Context: an optimization exercise on an open-source flow, tuned for small area and a short achievable clock period. The choices shown serve that exercise and are no tape-out recipe. No run shown here included a check of the RTL's function; only the layout flow was run. No activity file was given, so power comes from the tool's default toggle rates.

<file path="flow/config.mk">
export PLATFORM = sky130hd
export DESIGN_NAME = top
export DESIGN_NICKNAME = top
export VERILOG_FILES = /design/flow/design.v
export SDC_FILE = /design/flow/constraint.sdc
export NUM_CORES = 4
export LEC_CHECK = 0
export CAP_MARGIN = 20
export CORE_MARGIN = 2
export CORE_UTILIZATION = 40
export SLEW_MARGIN = 20
export SYNTH_HIERARCHICAL = 1
</file>
<file path="flow/constraint.sdc">
create_clock -name core_clock -period 6.0 [get_ports {clk}]
set_input_delay 1.2000 -clock core_clock [delete_from_list [all_inputs] [get_ports {clk}]]
set_output_delay 1.2000 -clock core_clock [all_outputs]
set_load 0.01 [all_outputs]
</file>
<file path="flow/design.v">
module top(clk,reset,a1,a2,a3,b1,b2,b3,c1,c2,c3,c4,c5,c6,c7,c8,c9);
 input wire clk,reset;
 input wire [7:0] a1,a2,a3,b1,b2,b3;
 output wire [16:0] c1,c2,c3,c4,c5,c6,c7,c8,c9;
 reg [7:0] a01,a02,a11,a12,a21,a22,b10,b11,b12,b20,b21,b22;
 reg [16:0] acc1,acc2,acc3,acc4,acc5,acc6,acc7,acc8,acc9;
 wire [16:0] s1,s2,s3,s4,s5,s6,s7,s8,s9;
 mac m1 (.a(a1),  .b(b1),  .acc(acc1), .s(s1));
 mac m2 (.a(a01), .b(b2),  .acc(acc2), .s(s2));
 mac m3 (.a(a02), .b(b3),  .acc(acc3), .s(s3));
 mac m4 (.a(a2),  .b(b10), .acc(acc4), .s(s4));
 mac m5 (.a(a11), .b(b11), .acc(acc5), .s(s5));
 mac m6 (.a(a12), .b(b12), .acc(acc6), .s(s6));
 mac m7 (.a(a3),  .b(b20), .acc(acc7), .s(s7));
 mac m8 (.a(a21), .b(b21), .acc(acc8), .s(s8));
 mac m9 (.a(a22), .b(b22), .acc(acc9), .s(s9));
 always @(posedge clk) begin
    if (reset) begin
      a01 <= 0; a02 <= 0; a11 <= 0; a12 <= 0; a21 <= 0; a22 <= 0;
      b10 <= 0; b11 <= 0; b12 <= 0; b20 <= 0; b21 <= 0; b22 <= 0;
      acc1 <= 0; acc2 <= 0; acc3 <= 0; acc4 <= 0; acc5 <= 0;
      acc6 <= 0; acc7 <= 0; acc8 <= 0; acc9 <= 0;
    end
    else begin
      a01 <= a1; a02 <= a01; a11 <= a2; a12 <= a11; a21 <= a3; a22 <= a21;
      b10 <= b1; b20 <= b10; b11 <= b2; b21 <= b11; b12 <= b3; b22 <= b12;
      acc1 <= s1; acc2 <= s2; acc3 <= s3; acc4 <= s4; acc5 <= s5;
      acc6 <= s6; acc7 <= s7; acc8 <= s8; acc9 <= s9;
    end
 end
 assign c1 = acc1; assign c2 = acc2; assign c3 = acc3;
 assign c4 = acc4; assign c5 = acc5; assign c6 = acc6;
 assign c7 = acc7; assign c8 = acc8; assign c9 = acc9;
endmodule
module mac(input wire [7:0] a, input wire [7:0] b, input wire [16:0] acc, output wire [16:0] s);
  wire pp0_0 = a[0] & b[0];
  wire pp0_1 = a[0] & b[1];
  wire pp0_2 = a[0] & b[2];
  wire pp0_3 = a[0] & b[3];
  wire pp0_4 = a[0] & b[4];
  wire pp0_5 = a[0] & b[5];
  wire pp0_6 = a[0] & b[6];
  wire pp0_7 = a[0] & b[7];
  wire pp1_0 = a[1] & b[0];
  wire pp1_1 = a[1] & b[1];
  wire pp1_2 = a[1] & b[2];
  wire pp1_3 = a[1] & b[3];
  wire pp1_4 = a[1] & b[4];
  wire pp1_5 = a[1] & b[5];
  wire pp1_6 = a[1] & b[6];
  wire pp1_7 = a[1] & b[7];
  wire pp2_0 = a[2] & b[0];
  wire pp2_1 = a[2] & b[1];
  wire pp2_2 = a[2] & b[2];
  wire pp2_3 = a[2] & b[3];
  wire pp2_4 = a[2] & b[4];
  wire pp2_5 = a[2] & b[5];
  wire pp2_6 = a[2] & b[6];
  wire pp2_7 = a[2] & b[7];
  wire pp3_0 = a[3] & b[0];
  wire pp3_1 = a[3] & b[1];
  wire pp3_2 = a[3] & b[2];
  wire pp3_3 = a[3] & b[3];
  wire pp3_4 = a[3] & b[4];
  wire pp3_5 = a[3] & b[5];
  wire pp3_6 = a[3] & b[6];
  wire pp3_7 = a[3] & b[7];
  wire pp4_0 = a[4] & b[0];
  wire pp4_1 = a[4] & b[1];
  wire pp4_2 = a[4] & b[2];
  wire pp4_3 = a[4] & b[3];
  wire pp4_4 = a[4] & b[4];
  wire pp4_5 = a[4] & b[5];
  wire pp4_6 = a[4] & b[6];
  wire pp4_7 = a[4] & b[7];
  wire pp5_0 = a[5] & b[0];
  wire pp5_1 = a[5] & b[1];
  wire pp5_2 = a[5] & b[2];
  wire pp5_3 = a[5] & b[3];
  wire pp5_4 = a[5] & b[4];
  wire pp5_5 = a[5] & b[5];
  wire pp5_6 = a[5] & b[6];
  wire pp5_7 = a[5] & b[7];
  wire pp6_0 = a[6] & b[0];
  wire pp6_1 = a[6] & b[1];
  wire pp6_2 = a[6] & b[2];
  wire pp6_3 = a[6] & b[3];
  wire pp6_4 = a[6] & b[4];
  wire pp6_5 = a[6] & b[5];
  wire pp6_6 = a[6] & b[6];
  wire pp6_7 = a[6] & b[7];
  wire pp7_0 = a[7] & b[0];
  wire pp7_1 = a[7] & b[1];
  wire pp7_2 = a[7] & b[2];
  wire pp7_3 = a[7] & b[3];
  wire pp7_4 = a[7] & b[4];
  wire pp7_5 = a[7] & b[5];
  wire pp7_6 = a[7] & b[6];
  wire pp7_7 = a[7] & b[7];
  wire s1, c2;
  ha us1 (acc[5], pp0_5, s1, c2);
  wire s3, c4;
  fa us3 (acc[6], pp0_6, pp1_5, s3, c4);
  wire s5, c6;
  ha us5 (pp2_4, pp3_3, s5, c6);
  wire s7, c8;
  fa us7 (acc[7], pp0_7, pp1_6, s7, c8);
  wire s9, c10;
  fa us9 (pp2_5, pp3_4, pp4_3, s9, c10);
  wire s11, c12;
  ha us11 (pp5_2, pp6_1, s11, c12);
  wire s13, c14;
  fa us13 (acc[8], pp1_7, pp2_6, s13, c14);
  wire s15, c16;
  fa us15 (pp3_5, pp4_4, pp5_3, s15, c16);
  wire s17, c18;
  ha us17 (pp6_2, pp7_1, s17, c18);
  wire s19, c20;
  fa us19 (acc[9], pp2_7, pp3_6, s19, c20);
  wire s21, c22;
  fa us21 (pp4_5, pp5_4, pp6_3, s21, c22);
  wire s23, c24;
  fa us23 (acc[10], pp3_7, pp4_6, s23, c24);
  wire s25, c26;
  ha us25 (acc[3], pp0_3, s25, c26);
  wire s27, c28;
  fa us27 (acc[4], pp0_4, pp1_3, s27, c28);
  wire s29, c30;
  ha us29 (pp2_2, pp3_1, s29, c30);
  wire s31, c32;
  fa us31 (pp1_4, pp2_3, pp3_2, s31, c32);
  wire s33, c34;
  fa us33 (pp4_1, pp5_0, s1, s33, c34);
  wire s35, c36;
  fa us35 (pp4_2, pp5_1, pp6_0, s35, c36);
  wire s37, c38;
  fa us37 (s3, s5, c2, s37, c38);
  wire s39, c40;
  fa us39 (pp7_0, s7, s9, s39, c40);
  wire s41, c42;
  fa us41 (s11, c4, c6, s41, c42);
  wire s43, c44;
  fa us43 (s13, s15, s17, s43, c44);
  wire s45, c46;
  fa us45 (c8, c10, c12, s45, c46);
  wire s47, c48;
  fa us47 (pp7_2, s19, s21, s47, c48);
  wire s49, c50;
  fa us49 (c14, c16, c18, s49, c50);
  wire s51, c52;
  fa us51 (pp5_5, pp6_4, pp7_3, s51, c52);
  wire s53, c54;
  fa us53 (s23, c20, c22, s53, c54);
  wire s55, c56;
  fa us55 (acc[11], pp4_7, pp5_6, s55, c56);
  wire s57, c58;
  fa us57 (pp6_5, pp7_4, c24, s57, c58);
  wire s59, c60;
  fa us59 (acc[12], pp5_7, pp6_6, s59, c60);
  wire s61, c62;
  ha us61 (acc[2], pp0_2, s61, c62);
  wire s63, c64;
  fa us63 (pp1_2, pp2_1, pp3_0, s63, c64);
  wire s65, c66;
  fa us65 (pp4_0, s27, s29, s65, c66);
  wire s67, c68;
  fa us67 (s31, s33, c28, s67, c68);
  wire s69, c70;
  fa us69 (s35, s37, c32, s69, c70);
  wire s71, c72;
  fa us71 (s39, s41, c36, s71, c72);
  wire s73, c74;
  fa us73 (s43, s45, c40, s73, c74);
  wire s75, c76;
  fa us75 (s47, s49, c44, s75, c76);
  wire s77, c78;
  fa us77 (s51, s53, c48, s77, c78);
  wire s79, c80;
  fa us79 (s55, s57, c52, s79, c80);
  wire s81, c82;
  fa us81 (pp7_5, s59, c56, s81, c82);
  wire s83, c84;
  fa us83 (acc[13], pp6_7, pp7_6, s83, c84);
  wire s85, c86;
  ha us85 (acc[1], pp0_1, s85, c86);
  wire s87, c88;
  fa us87 (pp1_1, pp2_0, s61, s87, c88);
  wire s89, c90;
  fa us89 (s25, s63, c62, s89, c90);
  wire s91, c92;
  fa us91 (c26, s65, c64, s91, c92);
  wire s93, c94;
  fa us93 (c30, s67, c66, s93, c94);
  wire s95, c96;
  fa us95 (c34, s69, c68, s95, c96);
  wire s97, c98;
  fa us97 (c38, s71, c70, s97, c98);
  wire s99, c100;
  fa us99 (c42, s73, c72, s99, c100);
  wire s101, c102;
  fa us101 (c46, s75, c74, s101, c102);
  wire s103, c104;
  fa us103 (c50, s77, c76, s103, c104);
  wire s105, c106;
  fa us105 (c54, s79, c78, s105, c106);
  wire s107, c108;
  fa us107 (c58, s81, c80, s107, c108);
  wire s109, c110;
  fa us109 (c60, s83, c82, s109, c110);
  wire s111, c112;
  fa us111 (acc[14], pp7_7, c84, s111, c112);
  wire [16:0] x = {acc[16], acc[15], s111, s109, s107, s105, s103, s101, s99, s97, s95, s93, s91, s89, s87, pp1_0, acc[0]};
  wire [16:0] y = {1'b0, c112, c110, c108, c106, c104, c102, c100, c98, c96, c94, c92, c90, c88, c86, s85, pp0_0};
  assign s = x + y;
endmodule
module fa(input wire x, input wire y, input wire z, output wire s, output wire c);
  assign s = x ^ y ^ z;
  assign c = (x & y) | (z & (x ^ y));
endmodule
module ha(input wire x, input wire y, output wire s, output wire c);
  assign s = x ^ y;
  assign c = x & y;
endmodule
</file>
<file path="flow/run.sh">
#!/bin/bash
# synth_recipe.tcl (not shown) runs the flow's synth.tcl, then flattens the netlist and writes it again
# the make line also repeats each setting of config.mk as NAME=value (left out here)
make -C /OpenROAD-flow-scripts/flow DESIGN_CONFIG=/design/flow/config.mk WORK_HOME=/design/flow/orfs CLKGATE_MAP_FILE= SYNTH_SCRIPT=/design/flow/synth_recipe.tcl finish
</file>
==> summary.txt, run 1 <==
CTS Buffer Depth 3; Largest stage delay, worst path 0.59 ns; simple-gate portion of the synthesized area 22.3%; final period utilization 87.3%; Max VDD drop 358 uV; antenna-violating nets left 0; pin count of the biggest net entering global routing 106; dpl ws 0.239 ns; Critical Path Start b3[5]; outcome timing/DRC/antenna clean; post-synthesis register bit count 249; post-CTS setup buffer count 0; Int Power 6.12 mW; register share of total power 22.2%; placed insts 3452; placed instance area 29600 sq um; critical path, cell by cell clkdlybuf4s50_1 > and2_1 > fa_1 > fa_1 > fa_1 > fa_1 > ha_1 > a21o_1 > o21ai_0 > nor4_2 > o21ai_2 > a21oi_2 > xor2_1 > nor2b_1; Post-Layout Cell Count 3516; Synth Net Count 3104; Die Wd 262 um; Min Hold Slack 0.575 ns; Port Buffer Count 202; post-synthesis mux area share 0%; CTS Hold Bufs 0; Netlist cell types 33; final core utilization 46.9%; fraction of layout instances using a drive strength above 1 6.86%; CTS tree built; max cap viols 0; # fillers 6110; clock power share 21.0%; Setup crit end kind register; worst-margin pin slew 0.777 ns; Synth top area share 33.3%; async set or reset register ratio after synthesis 0%; Post-CTS Resized 0; DP Wirelength 51400 um; top_reg_cell synth dfxtp_1; hold path endpoint acc6[16]; Sw Share 40.2%; worst-path fanout max 9; Final Hold Vio Count 0; first-pass GRT wire length 108000 um; Syn Inst Count 2397; Reg2Reg Capture Point acc9[13]; Sink Count 249; max-slew violation count 0; Starting Density 40.3%; setup TNS 0 ns; Worst R2R Start b22[6]; relative slew slack 48.2%; Hold WC Path Type reg2reg; 1st-pass router iterations 5; PwrDens 333 nW/um^2; Fmax 0.191 GHz; placer congestion estimate 0.861; cell taking the most area after synthesis fa_1; cell seen most often among critical-path stages fa_1; Psw 4.12 mW; Post-synth top cells 585 x and2_1, 441 x fa_1, 267 x nor2b_1; vias in the first global route 20400; overall via count from detail_route 17900; Synth Warn # 7; initial DRC count 748; design area 30800 sq um; sequential share of the synthesized area 18.8%; Final setup viols 0; Pleak 14.7 nW; final global-route overflow total 0; Final min period 5.24 ns; CTS HTree Levels 2; CTS root buffer clkbuf_16; top-count cell post-synth and2_1; crit path DAT 5.65 ns; worst hold path depth 2; Worst path top cell family by delay adder cells; ant diodes 0; dominant cells by area after synthesis fa_1 33%, dfxtp_1 19%, and2_1 14%, ha_1 10%, nor2b_1 6.3%; total CTS buffers 36; fin nets 3333; worst setup margin 0.763 ns; compound-cell area share of the yosys netlist 10.4%; total power 10.2 mW; WL per Instance 18.3 um; register-to-register path setup slack 1.40 ns; FP Rows 94; Worst-Skew Late Latency 0.56 ns; combinational power share 56.8%; RSZ-0062 raised after global routing false; Final Routed Wirelength 64500 um; WP data required 6.41 ns; die area 68400 sq um; Worst R2R Path Depth 13; GRT Total Usage 19.8%; crit path kind in2reg; Buf/Inv on CP 1; largest family of logic cells by synthesized area adder cells; Avg Cell Area, Syn 11.1 sq um; synthesis-to-layout area growth 16.1%; fraction of synthesized cell area in xor and xnor cells 4.46%; adder-cell share of the synthesized area 43.5%; Clock Skews 0.0182 ns; Die Y-Extent 262 um; critical hold path startpoint acc6[16]; Post-synth EDFFs 0; DRC viols 0; Clk pin slew, worst setup/hold paths 0.05 ns; routed vias/inst 5.10; antenna violations before repair 0; Slowest-stage cell, CP clkdlybuf4s50_1; CORE AREA 65700 sq um; crit path launch type input pin; num ports 203; Syn Std Cell Area 26500 sq um
==> flip-flops by register name, indices dropped and copies added (netlist names) <==
name	count
acc8	17
acc3	17
b22	8
b10	8
acc5	17
a22	8
acc7	17
a11	8
acc2	17
b20	8
b21	8
a01	8
b12	8
a02	8
acc9	17
b11	8
a21	8
acc1	17
a12	8
acc6	17
acc4	17
==> how the worst max path moves through the flow <==
| stage | endpoint | slack [ns] | cells after the start |
|---|---|---|---|
| after floorplan | acc1[13] | 1.22 | 13 |
| after global placement | acc2[13] | 0.36 | 14 |
| after detailed placement | acc3[13] | 0.24 | 14 |
| after CTS | acc1[13] | 0.83 | 14 |
| after global routing | acc3[13] | 0.63 | 14 |
| final | acc3[13] | 0.76 | 14 |
==> power groups by stage <==
stage | registers (mW) | logic (mW) | clock network (mW)
global placement | 2.31 | 5.72 | 0
detailed placement | 2.31 | 5.81 | 0
finish | 2.27 | 5.82 | 2.15
floorplan | 2.28 | 4.18 | 0
CTS | 2.28 | 5.88 | 2.24
global route | 2.30 | 6.58 | 2.30
==> cell usage in the layout, fill, tap and decap left out, drive strengths merged, types with 18 or more instances in the layout <==
master,count
a211o,18
a211oi,18
a21o,63
a21oi,108
and2,585
clkbuf,49
clkdlybuf4s50,201
dfxtp,249
fa,441
ha,216
nand2,27
nor2,54
nor2b,267
o21a,18
o21ai,63
o21bai,27
xnor2,99
xor2,36
==> per-module statistics from Yosys, one instance, submodules excluded <==
module	flip-flops and latches	cell area [sq um]	times used
fa	0	20.0	432
mac	0	1140	9
ha	0	12.5	72
top	249	6670	1
==> area by class of cell <==
type                    count  area [sq um]  share of cell area, %
clock inverters            16           176                  0.573
clock buffers              48          1010                   3.27
inverters                   9          33.8                  0.110
multi-input cells        2112         21400                   69.4
well taps                 864          1080                   3.51
repair buffers            218          2150                   6.97
flip-flops and latches    249          4980                   16.2
==> layer usage <==
layer	wire, um	track usage (%)	up-vias
li1	-	-	8404
met1	27800	25.4	9055
met2	31600	33.6	349
met3	3250	3.97	118
met4	1830	6.23	0
met5	0	0	-
==> kinds of logic (layout without fill, tap and decap cells) <==
| kind of cell | after synthesis | count (layout) |
|---|---|---|
| AOI/OAI and AO/OA | 351 | 351 |
| xor gates and xnor gates | 135 | 135 |
| adders and majority gates | 657 | 657 |
| buffers and inverters | 36 | 291 |
| DFF | 249 | 249 |
| and+or+nand+nor | 969 | 969 |
==> worst min-delay path: stages, from the launching register on <==
cell and delay (ns):
dfxtp_1 0.35, xnor2_1 0.07, nor2b_1 0.11
==> inputs of run 2 (changes only) <==
==> flow/flow/run.sh (new file) <==
#!/bin/bash
# Standard ORFS layout with small port buffers and no CTS dummy loads.
set -euo pipefail
export BUFFER_PORTS_ARGS="-buffer_cell sky130_fd_sc_hd__buf_2"
export CTS_ARGS="-sink_clustering_enable -repair_clock_nets -dont_use_dummy_load -buf_list sky130_fd_sc_hd__clkbuf_8"
bash standard.sh > standard_flow.log 2>&1
==> flow/standard.sh (new file) <==
#!/bin/bash
# synth_recipe.tcl (not shown) runs the flow's synth.tcl, then flattens the netlist and writes it again
# the make line also repeats each setting of config.mk as NAME=value (left out here)
make -C /OpenROAD-flow-scripts/flow DESIGN_CONFIG=/design/flow/config.mk WORK_HOME=/design/flow/orfs CLKGATE_MAP_FILE= SYNTH_SCRIPT=/design/flow/synth_recipe.tcl "${@:-finish}"
removed: flow/run.sh
==> summary.txt, run 2 <==
outcome timing/DRC/antenna clean; max cap viols 0; Netlist cell types 33; post-CTS setup buffer count 0; vias in the first global route 19800; placed insts 3437; Syn Inst Count 2397; final core utilization 44.5%; worst-path fanout max 9; total CTS buffers 52; sequential share of the synthesized area 18.8%; Worst-Skew Late Latency 0.67 ns; Post-CTS Resized 0; CTS HTree Levels 2; post-synthesis mux area share 0%; worst-margin pin slew 0.897 ns; Highest Signal Layer met4; post-synthesis register bit count 249; Final Routed Wirelength 63000 um; simple-gate portion of the synthesized area 22.3%; Die Wd 262 um; GRT Total Usage 19.0%; crit path launch type input pin; WL met1 28100 um; routed vias/inst 5.07; WP data required 6.47 ns; CTS Hold Bufs 0; WL per Instance 18.1 um; fraction of synthesized cell area in xor and xnor cells 4.46%; Pleak 14.7 nW; CORE AREA 65700 sq um; Synth Net Count 3104; top-count cell post-synth and2_1; Sink Count 249; Post-synth top cells 585 x and2_1, 441 x fa_1, 267 x nor2b_1; fin nets 3334; antenna violations before repair 1; compound-cell area share of the yosys netlist 10.4%; Synth top area share 33.3%; met3 wire len 2630 um; Hold WC Path Type reg2reg; CTS tree built; die area 68400 sq um; max-slew violation count 0; Post-Layout Cell Count 3490; Clk pin slew, worst setup/hold paths 0.05 ns; crit path kind in2reg; Setup crit end kind register; DRC viols 0; Post-synth EDFFs 0; Fmax 0.219 GHz; CTS root buffer clkbuf_8; placed instance area 28500 sq um; routed length on met2 30800 um; fraction of layout instances using a drive strength above 1 13.8%; Avg Cell Area, Syn 11.1 sq um; most frequent cells in the layout 585 x and2_1, 441 x fa_1, 267 x nor2b_1; relative slew slack 40.2%; Starting Density 40.3%; overall via count from detail_route 17700; PwrDens 318 nW/um^2; Final setup viols 0; initial DRC count 592; antenna-violating nets left 0; cell taking the most area after synthesis fa_1; Die Y-Extent 262 um; RSZ-0062 raised after global routing false; design area 29200 sq um; CTS Buffer Depth 3; first-pass GRT wire length 104000 um; Final min period 4.56 ns; FP Rows 94; async set or reset register ratio after synthesis 0%; adder-cell share of the synthesized area 43.5%; setup TNS 0 ns; largest family of logic cells by synthesized area adder cells; most common cell after layout, fill and taps aside and2_1; dominant cells by area after synthesis fa_1 33%, dfxtp_1 19%, and2_1 14%, ha_1 10%, nor2b_1 6.3%; Synth Warn # 7; Max VDD drop 462 uV; Clock Skews 0.0684 ns; final global-route overflow total 0; Final Hold Vio Count 0; 1st-pass router iterations 4; num ports 203; Syn Std Cell Area 26500 sq um; Port Buffer Count 202; synthesis-to-layout area growth 10.2%; final period utilization 76.0%; DP Wirelength 49900 um; pin count of the biggest net entering global routing 133; top_reg_cell synth dfxtp_1; crit path DAT 5.03 ns; placer congestion estimate 0.892
==> run 2: kinds of logic (layout without fill, tap and decap cells) <==
kind of cell	after synthesis	after routing
AND/OR/NAND/NOR	969	969
adder cells (fa/ha/maj)	657	657
AO/OA/AOI/OAI	351	351
flip-flops	249	249
XOR/XNOR	135	135
buffers and inverters	36	264
other	0	1
==> run 2: metrics by stage <==
step | hold slack, ns | power, mW | worst slack (ns)
2_1_floorplan | 0.500 | 6.46 | 1.22
3_3_place_gp | 0.553 | 7.78 | 0.839
3_5_place_dp | 0.550 | 7.86 | 0.767
4_1_cts | 0.566 | 9.45 | 1.49
5_1_grt | 0.592 | 10.2 | 1.25
6_report | 0.565 | 9.30 | 1.44
==> run 2: final cells by class <==
type | count | area [sq um]
repair buffers | 203 | 1040
well taps | 864 | 1080
diodes | 1 | 2.50
multi-input cells | 2112 | 21400
inverters | 9 | 33.8
flip-flops and latches | 249 | 4980
clock buffers | 52 | 716
fillers | 6181 | 36500
==> run 2: per-layer routing <==
layer  up-vias  global-route usage (%)
li1       8367                       -
met1      8958                    25.0
met2       285                    32.2
met3        89                    3.63
met4         0                    4.89
met5         -                       0
==> run 2: Yosys stat by module, one instance, submodules excluded <==
module	times used	cells	flops+latches
fa	432	1	0
ha	72	1	0
top	1	525	249
mac	9	152	0
==> run 2: path summary, 6_finish.rpt <==
check / to / slack [ns] / cells past startpoint / startpoint
max: acc4[15] / 1.44 / 14 / a2[0]
min reg2reg: acc7[16] / 0.56 / 2 / acc7[16]
max reg2reg: acc5[15] / 1.52 / 13 / b11[5]
min: acc7[16] / 0.56 / 2 / acc7[16]
==> run 2: power breakdown <==
group | switching, mW | leakage [nW] | internal (mW)
combinational | 2.94 | 12.2 | 2.61
sequential | 0.305 | 2.05 | 1.96
clock | 0.732 | 0.374 | 0.753
==> run 2: critical path: stages <==
cell and delay, ns:
buf_2 0.16, and2_1 0.17, fa_1 0.55, fa_1 0.45
fa_1 0.52, fa_1 0.50, ha_1 0.35, a21o_1 0.23
o21ai_0 0.28, nor4_2 0.09, o21ai_2 0.18, o21ai_2 0.08
xor2_1 0.14, nor2b_1 0.12

-- port drivers added, routing unchanged --
How much do the figures lean on ideal ports? The routed layouts below were timed once more, with nothing changed but the port constraints.
Step 1 (the two cells are an assumption about what drives the block):
set clk [get_ports {clk}]
set_driving_cell -lib_cell sky130_fd_sc_hd__clkbuf_16 $clk
set_driving_cell -lib_cell sky130_fd_sc_hd__buf_2 [delete_from_list [all_inputs] $clk]
Step 2 moves the port delays by t, midway between the first and last clock arrival at a register: inputs arrive t later, outputs are due t later. That takes back most of the time a late clock gives input paths.
Three values: no drivers, after step 1, after step 2; two values: the first two.
run | shift t [ns] | setup WS [ns] | hold WS [ns]
run 1 | 0.609 | 0.763 / 0.806 / 0.198 | 0.575 / 0.575 / 0.575
run 2 | 0.688 | 1.442 / 1.479 / 0.791 | 0.565 / 0.565 / 0.565
After both steps setup and hold are still met in every run listed. For run 2, which loses most, drivers alone change the setup slack by +0.037 ns; drivers and shift together by -0.651 ns.
